Context: an optimization exercise on an open-source flow, tuned for small area. The choices shown serve that exercise and are no tape-out recipe.
The RTL was checked by simulation tests, not by an equivalence proof against the original design.
Power figures rest on the tool's default switching activity, not on a simulated workload.

## oak
// slink_ll
module slink_ll (
  input  wire         clk,
  input  wire         reset,
  input  wire         enable,
  input  wire [7:0]   swi_short_packet_max,
  input  wire [1:0]   delimeter,
  input  wire [2:0]   tx_active_lanes,
  input  wire [2:0]   rx_active_lanes,
  input  wire         swi_allow_ecc_corrected,
  input  wire         swi_ecc_corrected_causes_reset,
  input  wire         swi_ecc_corrupted_causes_reset,
  input  wire         swi_crc_corrupted_causes_reset,
  input  wire         tx_sop,
  input  wire [7:0]   tx_data_id,
  input  wire [15:0]  tx_word_count,
  input  wire [31:0]  tx_app_data,
  output wire         tx_advance,
  input  wire         tx_sds_sent,
  input  wire         tx_ll_valid,
  output wire [31:0]  tx_link_data,
  output wire         tx_link_idle,
  input  wire         rx_sds_received,
  input  wire         rx_ll_valid,
  input  wire [31:0]  rx_link_data,
  input  wire         external_link_reset_condition,
  output wire         rx_sop,
  output wire [7:0]   rx_data_id,
  output wire [15:0]  rx_word_count,
  output wire [31:0]  rx_app_data,
  output wire         rx_valid,
  output wire         rx_ecc_corrected,
  output wire         rx_ecc_corrupted,
  output wire         rx_crc_corrupted,
  output wire         link_reset_condition
);
export LEC_CHECK = 0
export CAP_MARGIN = 20
export CORE_MARGIN = 2
export CORE_UTILIZATION = 60
export SLEW_MARGIN = 20
create_clock -name core_clock -period 12.0 [get_ports {clk}]
standard.sh (not shown) runs the stock make flow with config.mk's settings and CLKGATE_MAP_FILE= SYNTH_SCRIPT=/design/flow/synth_recipe.tcl, a recipe that flattens the netlist after the stock synthesis.
==> flow/flow/run.sh <==
#!/bin/bash
# Standard layout, except: the combinational logic of the standard synthesis
# is re-mapped for area (registers untouched; the smallest of four ABC runs
# with different seeds is kept), the port buffers are buf_1, and the clock
# tree uses clkbuf_8 without dummy loads.
set -euo pipefail
W=$(pwd)
R=$W/orfs/results/$FLOW_PLATFORM/slink_ll/base
YOSYS=$FLOW_HOME/../tools/install/yosys/bin/yosys
LIB=$FLOW_HOME/platforms/$FLOW_PLATFORM/lib/sky130_fd_sc_hd__tt_025C_1v80.lib
bash standard.sh synth > log_1_standard_synth.txt 2>&1
cp $R/1_2_yosys.v $W/std_1_2_yosys.v
for S in 0 1 2 3; do
  sed "s/-S 0/-S $S/" $W/flow/area.abc > $W/area_S$S.abc
  ( RS_LIB=$LIB RS_IN=$W/std_1_2_yosys.v RS_OUT=$W/resynth_S$S.v RS_ABC=$W/area_S$S.abc \
    RS_STAT_IN=$W/stat_std_S$S.txt RS_STAT_OUT=$W/stat_resynth_S$S.txt \
    $YOSYS -c $W/flow/resynth.tcl > log_2_resynth_S$S.txt 2>&1 || rm -f $W/resynth_S$S.v ) &
done
wait
best=""; best_area=""
for S in 0 1 2 3; do
  [[ -s $W/resynth_S$S.v && -s $W/stat_resynth_S$S.txt ]] || continue
  a=$(awk '/Chip area/ {print $NF}' $W/stat_resynth_S$S.txt)
  if [[ -z "$best" ]] || awk -v a="$a" -v b="$best_area" 'BEGIN {exit !(a < b)}'; then
    best=$S; best_area=$a
  fi
done
echo "resynth seeds: kept S=$best (area $best_area)" > log_2_resynth_choice.txt
cp $W/resynth_S$best.v $R/1_2_yosys.v
bash standard.sh "BUFFER_PORTS_ARGS=-buffer_cell sky130_fd_sc_hd__buf_1" \
  "CTS_ARGS=-sink_clustering_enable -repair_clock_nets -buf_list sky130_fd_sc_hd__clkbuf_8 -sink_clustering_size 16 -dont_use_dummy_load" \
  finish > log_3_standard_finish.txt 2>&1
==> flow/flow/area.abc <==
strash
 &get -n
 &deepsyn -T 120 -S 0
 &put
 &get -n
 &dch -f
 &nf -p -R 1000 -F 8 -A 4 -C 32
 &put
==> flow/flow/resynth.tcl <==
# Re-map the combinational logic of the standard synthesis netlist for area.
# Every flip-flop instance is kept as it is (same name, same cell type); only
# the gates between them are re-optimized and re-mapped.
yosys -import
set lib     $::env(RS_LIB)
set in_v    $::env(RS_IN)
set out_v   $::env(RS_OUT)
set script  $::env(RS_ABC)

read_verilog $in_v
read_liberty -ignore_miss_func $lib
hierarchy -top slink_ll
# registers (and anything sequential) stay as black-box instances
blackbox sky130_fd_sc_hd__df* sky130_fd_sc_hd__edf* sky130_fd_sc_hd__sdf* sky130_fd_sc_hd__dl*
flatten
# the gates are inlined now: every library cell becomes a black box again
blackbox sky130_fd_sc_hd__*
opt_clean -purge
tee -o $::env(RS_STAT_IN) stat -liberty $lib
abc -liberty $lib -dont_use sky130_fd_sc_hd__lpflow_* -dont_use sky130_fd_sc_hd__probe* -script $script
setundef -zero
splitnets
opt_clean -purge
hilomap -singleton -hicell sky130_fd_sc_hd__conb_1 HI -locell sky130_fd_sc_hd__conb_1 LO
insbuf -buf sky130_fd_sc_hd__buf_4 A X
opt_clean -purge
tee -o $::env(RS_STAT_OUT) stat -liberty $lib
write_verilog -noattr -nohex -nodec $out_v
# the written netlist must read back cleanly against the library
design -reset
read_liberty -lib $lib
read_verilog $out_v
hierarchy -check -top slink_ll
check -assert -mapped
[inputs] pine vs oak
-- flow/flow/run.sh --
<<< oak, line 31
  "CTS_ARGS=-sink_clustering_enable -repair_clock_nets -buf_list sky130_fd_sc_hd__clkbuf_8 -sink_clustering_size 16 -dont_use_dummy_load" \
>>> pine, line 31
  "CTS_ARGS=-sink_clustering_enable -repair_clock_nets -buf_list sky130_fd_sc_hd__clkbuf_8 -sink_clustering_size 14 -dont_use_dummy_load" \
Synthesized cell count came out exactly the same in pine and oak.
The non-clock buffer count of oak and that of pine are within noise of each other.
Critical path depth came out exactly the same in pine and oak.
Power: pine vs oak identical
Clock period minus worst slack: oak vs pine identical
Post-route fraction of the period consumed by the critical path: oak vs pine identical
From oak to pine, met1 capacity usage during global routing did not move at all.
~same combinational power in pine and oak
Between pine and oak, the worst reg-to-reg setup slack figures differ only marginally.
On clock network power share, pine tracks oak almost exactly.
Relative to pine, the following input files were edited for birch:
Settings: CORE_UTILIZATION: 60 -> 50.
==> flow/flow/run.sh <==
#!/bin/bash
# Standard layout, except: the combinational logic of the standard synthesis
# is re-mapped for area (registers untouched), the port buffers are buf_1,
# and the clock tree uses clkbuf_8 without dummy loads.
set -euo pipefail
W=$(pwd)
R=$W/orfs/results/$FLOW_PLATFORM/slink_ll/base
YOSYS=$FLOW_HOME/../tools/install/yosys/bin/yosys
bash standard.sh synth > log_1_standard_synth.txt 2>&1
cp $R/1_2_yosys.v $W/std_1_2_yosys.v
RS_LIB=$FLOW_HOME/platforms/$FLOW_PLATFORM/lib/sky130_fd_sc_hd__tt_025C_1v80.lib \
RS_IN=$W/std_1_2_yosys.v RS_OUT=$W/resynth.v RS_ABC=$W/flow/area.abc \
RS_STAT_IN=$W/stat_std.txt RS_STAT_OUT=$W/stat_resynth.txt \
  $YOSYS -c $W/flow/resynth.tcl > log_2_resynth.txt 2>&1
cp $W/resynth.v $R/1_2_yosys.v
bash standard.sh "BUFFER_PORTS_ARGS=-buffer_cell sky130_fd_sc_hd__buf_1" \
  "CTS_ARGS=-sink_clustering_enable -repair_clock_nets -buf_list sky130_fd_sc_hd__clkbuf_8 -sink_clustering_size 16 -dont_use_dummy_load" \
  finish > log_3_standard_finish.txt 2>&1
-- flow/flow/area.abc --
<<< pine, line 3
 &deepsyn -T 120 -S 0
>>> birch, line 3
 &deepsyn -T 60
### Flow results
- Relative to pine, maximum cell stage delay along the critical path increased by 0.08 ns in birch.
- met5 as the highest layer used for signal routing was reported by birch, and met4 by pine.
- The final reports for birch and pine show ratio of final minimum period to clock period lower in the former.
- Of birch and pine, pine shows the lower required time at the worst-slack endpoint, with birch above it.
- Sort birch and pine by global-route usage desc -> top: pine

-- afterwards: timing with drivers on the ports --
The flow's constraints put no driver on any port. The routed layouts listed below were extracted and timed again, unchanged, in two steps.
Step 1 (the two cells are an assumption about what drives the block):
set clk [get_ports {clk}]
set_driving_cell -lib_cell sky130_fd_sc_hd__clkbuf_16 $clk
set_driving_cell -lib_cell sky130_fd_sc_hd__buf_2 [delete_from_list [all_inputs] $clk]
Step 2 adds t to the input delays and takes it off the output delays; t is the mean of the earliest and latest rising clock arrival at the registers after step 1. Input paths then give back, and output paths get back, about the clock's delay inside the block.
Three values: no drivers, after step 1, after step 2; two values: the first two.
| run | t, ns | setup WS [ns] | cell pins on the clock port's net |
|---|---|---|---|
| oak | 0.514 | 2.408 / 2.386 / 1.969 | 1 |
| pine | 0.514 | 2.408 / 2.386 / 1.969 | 1 |
| birch | 0.548 | 2.476 / 2.499 / 1.951 | 1 |
After both steps every run listed still meets setup and hold. The setup slack of birch, which loses most, moves by +0.023 ns with the drivers and by -0.525 ns with both steps.
